Context: an optimization exercise on an open-source flow, tuned for small area. The choices shown serve that exercise and are no tape-out recipe. In this exercise RTL edits were held to simulation tests only and were not proved equivalent to the original. Power figures rest on the tool's default switching activity, not on a simulated workload.

v49:
## eve_pe
module eve_pe
#(
parameter WORD_SZ = 32,
parameter GENE_SZ = 64,
parameter ATTR_SZ = 8
)(
input clk,
input rst,
input setup,
input state,
input [GENE_SZ - 1: 0]  data_in1,
input [GENE_SZ - 1: 0]  data_in2,
input [GENE_SZ - 1: 0]  gene_in1,
input [GENE_SZ - 1: 0]  gene_in2,
input [GENE_SZ - 1: 0]  random_num_pack,
output [GENE_SZ - 1: 0]  gene_out1,
output [GENE_SZ - 1: 0]  gene_out2,
output [GENE_SZ - 1: 0]  gene_out3,
output reg [2 : 0]  out_valid
);
function gt8;
    input [7:0] a;
    input [7:0] b;
    integer i;
    reg g;
    begin
        g = 1'b0;
        for (i = 0; i < 8; i = i + 1)
            g = (a[i] & ~b[i]) | ((a[i] | ~b[i]) & g);
        gt8 = g;
    end
endfunction
function gt16;
    input [15:0] a;
    input [15:0] b;
    integer i;
    reg g;
    begin
        g = 1'b0;
        for (i = 0; i < 16; i = i + 1)
            g = (a[i] & ~b[i]) | ((a[i] | ~b[i]) & g);
        gt16 = g;
    end
endfunction
reg        fit_gt;           
reg  [7:0] mp_node_bias;
reg  [7:0] mp_node_resp;
reg  [7:0] mp_node_act;
reg  [7:0] mp_node_agg;
reg  [7:0] mp_conn_weight;
reg  [7:0] mp_conn_enable;
reg  [7:0] child_genome_id;
reg  [7:0] node_add_prob;
reg  [7:0] node_del_prob;
reg  [7:0] conn_add_prob;
reg  [7:0] conn_del_prob;
reg  [7:0] del_node_prob;    
reg  [7:0] del_conn_prob;
reg  [7:0] add_node_prob;    
reg  [7:0] add_conn_prob;
reg setup_d1, setup_d2, setup_d3, setup_d4;
wire fit_gt_in = gt8(data_in1[55:48], data_in1[63:56]);
wire fit_gt_nx = setup ? fit_gt_in : fit_gt;
wire [7:0] mp_node_bias_nx   = setup ? data_in1[47:40] : mp_node_bias;
wire [7:0] mp_node_resp_nx   = setup ? data_in1[39:32] : mp_node_resp;
wire [7:0] mp_node_act_nx    = setup ? data_in1[31:24] : mp_node_act;
  ...
For scale: roughly 1800 cells after synthesis, roughly 720 flip-flops, roughly 0.023 mm² of cells after synthesis.
clock: 4.5 ns
lec_check: 0
cap_margin: 0
core_margin: 2
core_utilization: 80
slew_margin: 0
standard.sh (not shown) runs the stock make flow with config.mk's settings and CLKGATE_MAP_FILE= SYNTH_SCRIPT=/design/flow/synth_recipe.tcl, a recipe that flattens the netlist after the stock synthesis.
==> flow/flow/run.sh <==
#!/bin/bash
# The standard layout (the standard.sh: ORFS synthesis with the standard flow's
# synthesis script, floorplan, placement, CTS, routing), with four changes:
#  - synthesis maps the logic with ABC's area-oriented mappers (flow/abc_area.script
#    in place of ORFS's abc_speed.script); registers are mapped as before;
#  - the port buffers that placement puts on every input and output are the
#    platform's smallest buffer, sky130_fd_sc_hd__buf_1;
#  - CTS inserts no dummy loads;
#  - the constant outputs share one tie cell per value (no tie fanout repair).
# make's full output goes to standard.log in the folder this runs in.
set -euo pipefail
here=$(pwd)
rm -rf "$here/scripts"
cp -r "$FLOW_HOME/scripts" "$here/scripts"
cp "$here/flow/abc_area.script" "$here/scripts/abc_speed.script"
export BUFFER_PORTS_ARGS="-buffer_cell sky130_fd_sc_hd__buf_1"
export SKIP_REPAIR_TIE_FANOUT=1
export CTS_ARGS="-sink_clustering_enable -repair_clock_nets -sink_clustering_size 9 -sink_clustering_max_diameter 30 -buf_list sky130_fd_sc_hd__clkbuf_4 -dont_use_dummy_load"
bash standard.sh SCRIPTS_DIR="$here/scripts" finish > standard.log 2>&1
==> flow/flow/abc_area.script <==
strash
dch -f
amap
topo
Input changes introduced in v36 (baseline for comparison: v49):
Settings: changing CORE_UTILIZATION from 80 to 88.
==> flow/flow/run.sh <==
#!/bin/bash
# The standard layout (the standard.sh: ORFS synthesis with the standard flow's
# synthesis script, floorplan, placement, CTS, routing), with four changes:
#  - synthesis maps the logic with ABC's area-oriented mapper (flow/abc_area.script
#    in place of ORFS's abc_speed.script); registers are mapped as before;
#  - the port buffers that placement puts on every input and output are the
#    platform's smallest buffer, sky130_fd_sc_hd__buf_1;
#  - CTS inserts no dummy loads;
#  - the constant outputs share one tie cell per value (no tie fanout repair).
# make's full output goes to standard.log in the folder this runs in.
set -euo pipefail
here=$(pwd)
rm -rf "$here/scripts"
cp -r "$FLOW_HOME/scripts" "$here/scripts"
cp "$here/flow/abc_area.script" "$here/scripts/abc_speed.script"
export BUFFER_PORTS_ARGS="-buffer_cell sky130_fd_sc_hd__buf_1"
export SKIP_REPAIR_TIE_FANOUT=1
export CTS_ARGS="-sink_clustering_enable -repair_clock_nets -sink_clustering_size 16 -sink_clustering_max_diameter 45 -buf_list sky130_fd_sc_hd__clkbuf_8 -dont_use_dummy_load"
bash standard.sh SCRIPTS_DIR="$here/scripts" finish > standard.log 2>&1
==> flow/flow/abc_area.script <==
strash
dch -f
map -a
topo
mfs2 -a
strash
dch -f
map -a
topo
==> notes.md <==
Status: v36 FAILED at 5_1_grt (tool error)
v36: floorplan die width is about 4% lower than what v49 reported.
Re multiplexer area fraction after synthesis: v36 and v49 aren't equal, and the lower value belongs to v49.
Delta (v36 minus v49): parity-gate share of the synthesized area counting xor and xnor cells rose 1.4 points, number of H-tree levels fell 1, mean post-synth cell area fell about 11%.
Relative to v36, the following input files were edited for v53:
Settings: CTS_BUF_LIST newly set to sky130_fd_sc_hd__clkbuf_8; CTS_CLUSTER_SIZE newly set to 18; CORE_UTILIZATION changed from 88 to 70; CTS_CLUSTER_DIAMETER newly set to 50.
==> flow/run.sh (new file) <==
#!/bin/bash
# synth_recipe.tcl (not shown) runs the flow's synth.tcl, then flattens the netlist and writes it again
# the make line also repeats each setting of config.mk as NAME=value (left out here)
make -C /OpenROAD-flow-scripts/flow DESIGN_CONFIG=/design/flow/config.mk WORK_HOME=/design/flow/orfs CLKGATE_MAP_FILE= SYNTH_SCRIPT=/design/flow/synth_recipe.tcl finish
removed: flow/flow/run.sh
removed: flow/flow/abc_area.script
removed: flow/standard.sh
==> notes.md <==
- Seen in the log of v36: GRT-0116 during 5_1_grt, after which the run never completed.
- v53 completed; timing, DRC and antenna clean
- Reported for v36 and v53, total of buffers placed on input and output ports turned out identical to the last digit.
- | area of placed instances | v53 vs v36 | 16% higher |
- Between v36 and v53, the flow reports average cell area after synthesis increasing by more than 10%.
- Total clock buffers created by CTS, v36 and v53: lower on v53
- Post-synthesis adder-cell area fraction for v53 is higher than for v36.
- From v36 to v53 the numbers moved as follows: total placed cells including tap cells saw a decrease; cell area after technology mapping shows an increase of about 6%; placement-stage worst setup slack +860 ps; number of rows in the core area went up about 15%.
- Xor/xnor cell area share of the yosys netlist: v53 vs v36 up 3.3 points
Relative to v53, the following input files were edited for v21:
Settings: a deleted CTS_CLUSTER_SIZE that had been 18; a deleted CTS_CLUSTER_DIAMETER that had been 50; a change of CORE_UTILIZATION from 70 to 80; a deleted CTS_BUF_LIST that had been sky130_fd_sc_hd__clkbuf_8.
==> flow/flow/run.sh (new file) <==
#!/bin/bash
# The standard layout (the standard.sh: ORFS synthesis with the standard flow's
# synthesis script, floorplan, placement, CTS, routing), with three changes:
#  - synthesis maps the logic with ABC's area-oriented mapper (flow/abc_area.script
#    in place of ORFS's abc_speed.script); registers are mapped as before;
#  - the port buffers that placement puts on every input and output are the
#    platform's smallest buffer, sky130_fd_sc_hd__buf_1;
#  - CTS inserts no dummy loads;
#  - the constant outputs share one tie cell per value (no tie fanout repair).
# make's full output goes to standard.log in the folder this runs in.
set -euo pipefail
here=$(pwd)
rm -rf "$here/scripts"
cp -r "$FLOW_HOME/scripts" "$here/scripts"
cp "$here/flow/abc_area.script" "$here/scripts/abc_speed.script"
export BUFFER_PORTS_ARGS="-buffer_cell sky130_fd_sc_hd__buf_1"
export SKIP_REPAIR_TIE_FANOUT=1
export CTS_ARGS="-sink_clustering_enable -repair_clock_nets -sink_clustering_size 10 -sink_clustering_max_diameter 35 -buf_list sky130_fd_sc_hd__clkbuf_4 -dont_use_dummy_load"
bash standard.sh SCRIPTS_DIR="$here/scripts" finish > standard.log 2>&1
==> flow/flow/abc_area.script (new file) <==
strash
dch -f
map -a
topo
mfs2 -a
strash
dch -f
map -a
topo
==> flow/standard.sh (new file) <==
#!/bin/bash
# synth_recipe.tcl (not shown) runs the flow's synth.tcl, then flattens the netlist and writes it again
# the make line also repeats each setting of config.mk as NAME=value (left out here)
make -C /OpenROAD-flow-scripts/flow DESIGN_CONFIG=/design/flow/config.mk WORK_HOME=/design/flow/orfs CLKGATE_MAP_FILE= SYNTH_SCRIPT=/design/flow/synth_recipe.tcl "${@:-finish}"
removed: flow/run.sh
==> comparison <==
- Delta (v21 minus v53): worst stage delay on the critical path went down by 710 ps; die area -about 17%.
- Compared with v53, v21 shows a routability-driven placement congestion ratio that is 14% higher.

---

eve_pe, a different RTL version from the one above (not shown whole).
Size in the first run: about 520 I/O pins.
clock: 4.5 ns
lec_check: 0
cap_margin: 20
core_margin: 2
core_utilization: 70
slew_margin: 20
==> flow/flow/run.sh <==
#!/bin/bash
# The standard layout (the standard.sh: standard synthesis, floorplan,
# placement, CTS, routing), with two changes:
#  - the port buffers that placement puts on every input and output are the
#    platform's smallest buffer, sky130_fd_sc_hd__buf_1;
#  - CTS inserts no dummy loads.
# make's full output goes to standard.log in the folder this runs in.
set -euo pipefail
export BUFFER_PORTS_ARGS="-buffer_cell sky130_fd_sc_hd__buf_1"
export CTS_ARGS="-sink_clustering_enable -repair_clock_nets -sink_clustering_size 20 -sink_clustering_max_diameter 50 -buf_list sky130_fd_sc_hd__clkbuf_8 -dont_use_dummy_load"
bash standard.sh > standard.log 2>&1
The baseline completed without violations.
Rerun with:
CAP_MARGIN = 0   (was 20)
CORE_UTILIZATION = 80   (was 70)
SLEW_MARGIN = 0   (was 20)
Outcome: Setup slack degrades by 190 ps. Clock power fell by about 1%. Die area went down by 12%.

---

Another version of the RTL of eve_pe (not shown whole).
Size: about 1900 cells after synthesis, ~730 flip-flops, roughly 520 I/O pins, roughly 25000 um^2 of cells after synthesis.
clock: 4.5 ns
lec_check: 0
cap_margin: 20
core_margin: 2
core_utilization: 40
cts_buf_list: sky130_fd_sc_hd__clkbuf_8
cts_cluster_diameter: 50
cts_cluster_size: 16
slew_margin: 20
run.sh (not shown) runs the stock make flow with config.mk's settings and CLKGATE_MAP_FILE= SYNTH_SCRIPT=/design/flow/synth_recipe.tcl, a recipe that flattens the netlist after the stock synthesis.
Stock flow here: none of the scripts above is used.
The baseline ran to the end with no violations.
Next try:
- CTS_BUF_LIST: sky130_fd_sc_hd__clkbuf_8 -> sky130_fd_sc_hd__clkbuf_4 sky130_fd_sc_hd__clkbuf_8
- CTS_CLUSTER_DIAMETER: 50 -> 40
- CTS_CLUSTER_SIZE: 16 -> 10
- The changed run completed with no timing, DRC or antenna violations
- via count climbs by 1.3%
- design area climbs by about 3%
- global-route usage grows by 0.22 points
- worst setup slack improves by 13 ps
- clock-buffer cell count went up by 73
- clock skew climbs by 13 ps
- first-iteration DRC count fell by 12%
- synthesized cell count does not change
Next try:
- CORE_UTILIZATION: 40 -> 70
- CTS_BUF_LIST: sky130_fd_sc_hd__clkbuf_4 sky130_fd_sc_hd__clkbuf_8 -> sky130_fd_sc_hd__clkbuf_8
- CTS_CLUSTER_DIAMETER: 40 -> 50
- CTS_CLUSTER_SIZE: 10 -> 18
Outcome: The changed run completed with no timing, DRC or antenna violations. Worst hold slack is about the same. Worst setup slack got worse by 54 ps. Global-route usage goes up by 9.4 points.
Next try:
==> flow/flow/run.sh (new file) <==
#!/bin/bash
# The standard layout (the standard.sh: standard synthesis, floorplan,
# placement, CTS, routing), with two changes:
#  - the port buffers that placement puts on every input and output are the
#    platform's smallest buffer, sky130_fd_sc_hd__buf_1;
#  - CTS inserts no dummy loads.
# make's full output goes to standard.log in the folder this runs in.
set -euo pipefail
export BUFFER_PORTS_ARGS="-buffer_cell sky130_fd_sc_hd__buf_1"
export CTS_ARGS="-sink_clustering_enable -repair_clock_nets -sink_clustering_size 16 -sink_clustering_max_diameter 50 -buf_list sky130_fd_sc_hd__clkbuf_8 -dont_use_dummy_load"
bash standard.sh > standard.log 2>&1
==> flow/standard.sh (new file) <==
#!/bin/bash
# synth_recipe.tcl (not shown) runs the flow's synth.tcl, then flattens the netlist and writes it again
# the make line also repeats each setting of config.mk as NAME=value (left out here)
make -C /OpenROAD-flow-scripts/flow DESIGN_CONFIG=/design/flow/config.mk WORK_HOME=/design/flow/orfs CLKGATE_MAP_FILE= SYNTH_SCRIPT=/design/flow/synth_recipe.tcl "${@:-finish}"
- CORE_UTILIZATION: 70 -> 40
- CTS_CLUSTER_SIZE: 18 -> 16
removed: flow/run.sh
Result:
- clock-buffer cell count is higher by 15
- non-clock buffer count is higher by 9
- design area is lower by 7.1%
- die area is higher by 73%
- global-route usage is lower by 11 points
- power is lower by 0.82%
- routed wire length is higher by 4.1%
- worst setup slack improves by 120 ps
- hold slack degrades by 18 ps
- core utilization is lower by 41 points
- final cell count is higher by 11%

---

RTL: one of the versions met above, not the one the previous note started from.
For scale: roughly 1900 cells after synthesis, ~720 flip-flops, ~0.025 mm2 of cells after synthesis.
clock: 4.5 ns
lec_check: 0
cap_margin: 0
core_margin: 2
core_utilization: 80
cts_buf_list: sky130_fd_sc_hd__clkbuf_8
cts_cluster_diameter: 50
cts_cluster_size: 18
slew_margin: 0
Stock flow here: none of the scripts above is used.
The starting point stopped in clock tree synthesis (4_1_cts).
==> next run, changes <==
==> flow/flow/run.sh (new file) <==
#!/bin/bash
# The standard layout (the standard.sh: ORFS synthesis with the standard flow's
# synthesis script, floorplan, placement, CTS, routing), with three changes:
#  - synthesis maps the logic with ABC's area-oriented mapper (flow/abc_area.script
#    in place of ORFS's abc_speed.script); registers are mapped as before;
#  - the port buffers that placement puts on every input and output are the
#    platform's smallest buffer, sky130_fd_sc_hd__buf_1;
#  - CTS inserts no dummy loads.
# make's full output goes to standard.log in the folder this runs in.
set -euo pipefail
here=$(pwd)
rm -rf "$here/scripts"
cp -r "$FLOW_HOME/scripts" "$here/scripts"
cp "$here/flow/abc_area.script" "$here/scripts/abc_speed.script"
export BUFFER_PORTS_ARGS="-buffer_cell sky130_fd_sc_hd__buf_1"
export CTS_ARGS="-sink_clustering_enable -repair_clock_nets -sink_clustering_size 20 -sink_clustering_max_diameter 50 -buf_list sky130_fd_sc_hd__clkbuf_8 -dont_use_dummy_load"
bash standard.sh SCRIPTS_DIR="$here/scripts" finish > standard.log 2>&1
==> flow/flow/abc_area.script (new file) <==
strash
dch -f
map -a
topo
mfs2 -a
strash
dch -f
map -a
topo
==> flow/standard.sh (new file) <==
#!/bin/bash
# synth_recipe.tcl (not shown) runs the flow's synth.tcl, then flattens the netlist and writes it again
# the make line also repeats each setting of config.mk as NAME=value (left out here)
make -C /OpenROAD-flow-scripts/flow DESIGN_CONFIG=/design/flow/config.mk WORK_HOME=/design/flow/orfs CLKGATE_MAP_FILE= SYNTH_SCRIPT=/design/flow/synth_recipe.tcl "${@:-finish}"
CTS_BUF_LIST = default   (was sky130_fd_sc_hd__clkbuf_8)
CTS_CLUSTER_DIAMETER = default   (was 50)
CTS_CLUSTER_SIZE = default   (was 18)
removed: flow/run.sh
The changed run completed with no timing, DRC or antenna violations.
Synthesized cell count rose by 14%.
Synthesized area goes down by 5.1%.
==> next run, changes <==
==> flow/flow/run.sh (replaced) <==
#!/bin/bash
# The standard layout (the standard.sh: standard synthesis, floorplan,
# placement, CTS, routing), with two changes:
#  - the port buffers that placement puts on every input and output are the
#    platform's smallest buffer, sky130_fd_sc_hd__buf_1;
#  - CTS inserts no dummy loads.
# make's full output goes to standard.log in the folder this runs in.
set -euo pipefail
export BUFFER_PORTS_ARGS="-buffer_cell sky130_fd_sc_hd__buf_1"
export CTS_ARGS="-sink_clustering_enable -repair_clock_nets -sink_clustering_size 10 -sink_clustering_max_diameter 35 -buf_list sky130_fd_sc_hd__clkbuf_4 -dont_use_dummy_load"
bash standard.sh > standard.log 2>&1
CAP_MARGIN = 20   (was 0)
CORE_UTILIZATION = 70   (was 80)
SLEW_MARGIN = 20   (was 0)
removed: flow/flow/abc_area.script
After rerunning: The changed run finished clean; via count drops by about 15%; routed wire length drops by about 19%; total power climbs by 0.56%; clock skew stays flat.
==> next run, changes <==
==> flow/flow/run.sh (replaced) <==
#!/bin/bash
# The standard layout (the standard.sh: ORFS synthesis with the standard flow's
# synthesis script, floorplan, placement, CTS, routing), with three changes:
#  - synthesis maps the logic with ABC's area-oriented mapper (flow/abc_area.script
#    in place of ORFS's abc_speed.script); registers are mapped as before;
#  - the port buffers that placement puts on every input and output are the
#    platform's smallest buffer, sky130_fd_sc_hd__buf_1;
#  - CTS inserts no dummy loads.
# make's full output goes to standard.log in the folder this runs in.
set -euo pipefail
here=$(pwd)
rm -rf "$here/scripts"
cp -r "$FLOW_HOME/scripts" "$here/scripts"
cp "$here/flow/abc_area.script" "$here/scripts/abc_speed.script"
export BUFFER_PORTS_ARGS="-buffer_cell sky130_fd_sc_hd__buf_1"
export CTS_ARGS="-sink_clustering_enable -repair_clock_nets -sink_clustering_size 16 -sink_clustering_max_diameter 45 -buf_list sky130_fd_sc_hd__clkbuf_8 -dont_use_dummy_load"
bash standard.sh SCRIPTS_DIR="$here/scripts" finish > standard.log 2>&1
==> flow/flow/abc_area.script (new file) <==
strash
dch -f
map -a
topo
mfs2 -a
strash
dch -f
map -a
topo
CAP_MARGIN = 0   (was 20)
CORE_UTILIZATION = 80   (was 70)
SLEW_MARGIN = 0   (was 20)
=> The changed run finished with timing, DRC and antenna clean; final area is lower by 4.0%; worst setup slack is worse by 0.34 ns; count of clock-buffer cells in the layout falls by 39; global-route usage is higher by 14 points; combinational power grows by about 5%.

==> port drivers added, routing unchanged <==
How much do the figures lean on ideal ports? The routed layouts below were timed once more, with nothing changed but the port constraints. Step 1, drivers: a clkbuf_16 drives clk and a buf_2 each remaining input, both assumed. Step 2 times the ports against the registers' clock, not the clock port: input delays grow and output delays shrink by t, the midpoint of the rising clock arrivals with the driver on. Slacks: ideal / step 1 / step 2; pairs: ideal / step 1.
| run | t (ns) | setup slack, ns | clock arrival spread, ns | slew at the worst register clock pin (ns) | pins driven straight from the clock port |
|---|---|---|---|---|---|
| v49 | 0.762 | 0.854 / 0.870 / 0.108 | 0.120 / 0.121 | 0.10 / 0.10 | 1 |
| v53 | 0.714 | 0.642 / 0.588 / 0.618 | 0.043 / 0.043 | 0.11 / 0.11 | 1 |
| v21 | 0.756 | 0.710 / 0.710 / 0.012 | 0.095 / 0.095 | 0.12 / 0.12 | 1 |
| the first run of note 2 | 0.666 | 1.117 / 1.020 / 0.354 | 0.079 / 0.080 | 0.12 / 0.12 | 1 |
| the second run of note 2 | 0.627 | 0.929 / 0.888 / 0.261 | 0.057 / 0.057 | 0.11 / 0.11 | 1 |
| the first run of note 3 | 0.708 | 0.872 / 0.906 / 0.197 | 0.042 / 0.041 | 0.10 / 0.10 | 1 |
| the second run of note 3 | 0.744 | 0.885 / 0.918 / 0.174 | 0.052 / 0.052 | 0.08 / 0.08 | 1 |
| the third run of note 3 | 0.649 | 0.831 / 0.857 / 0.208 | 0.035 / 0.034 | 0.11 / 0.11 | 1 |
| the fourth run of note 3 | 0.681 | 0.950 / 0.950 / 0.393 | 0.078 / 0.078 | 0.09 / 0.09 | 1 |
| the second run of note 4 | 0.615 | 0.740 / 0.740 / 0.156 | 0.074 / 0.074 | 0.12 / 0.12 | 1 |
| the third run of note 4 | 0.820 | 0.981 / 0.927 / 0.343 | 0.089 / 0.090 | 0.10 / 0.10 | 1 |
| the fourth run of note 4 | 0.633 | 0.645 / 0.633 / 0.086 | 0.140 / 0.140 | 0.11 / 0.11 | 1 |
After both steps setup and hold are still met in every run listed. The setup slack of the first run of note 2, which loses most, moves by -0.097 ns with the drivers and by -0.763 ns with both steps.
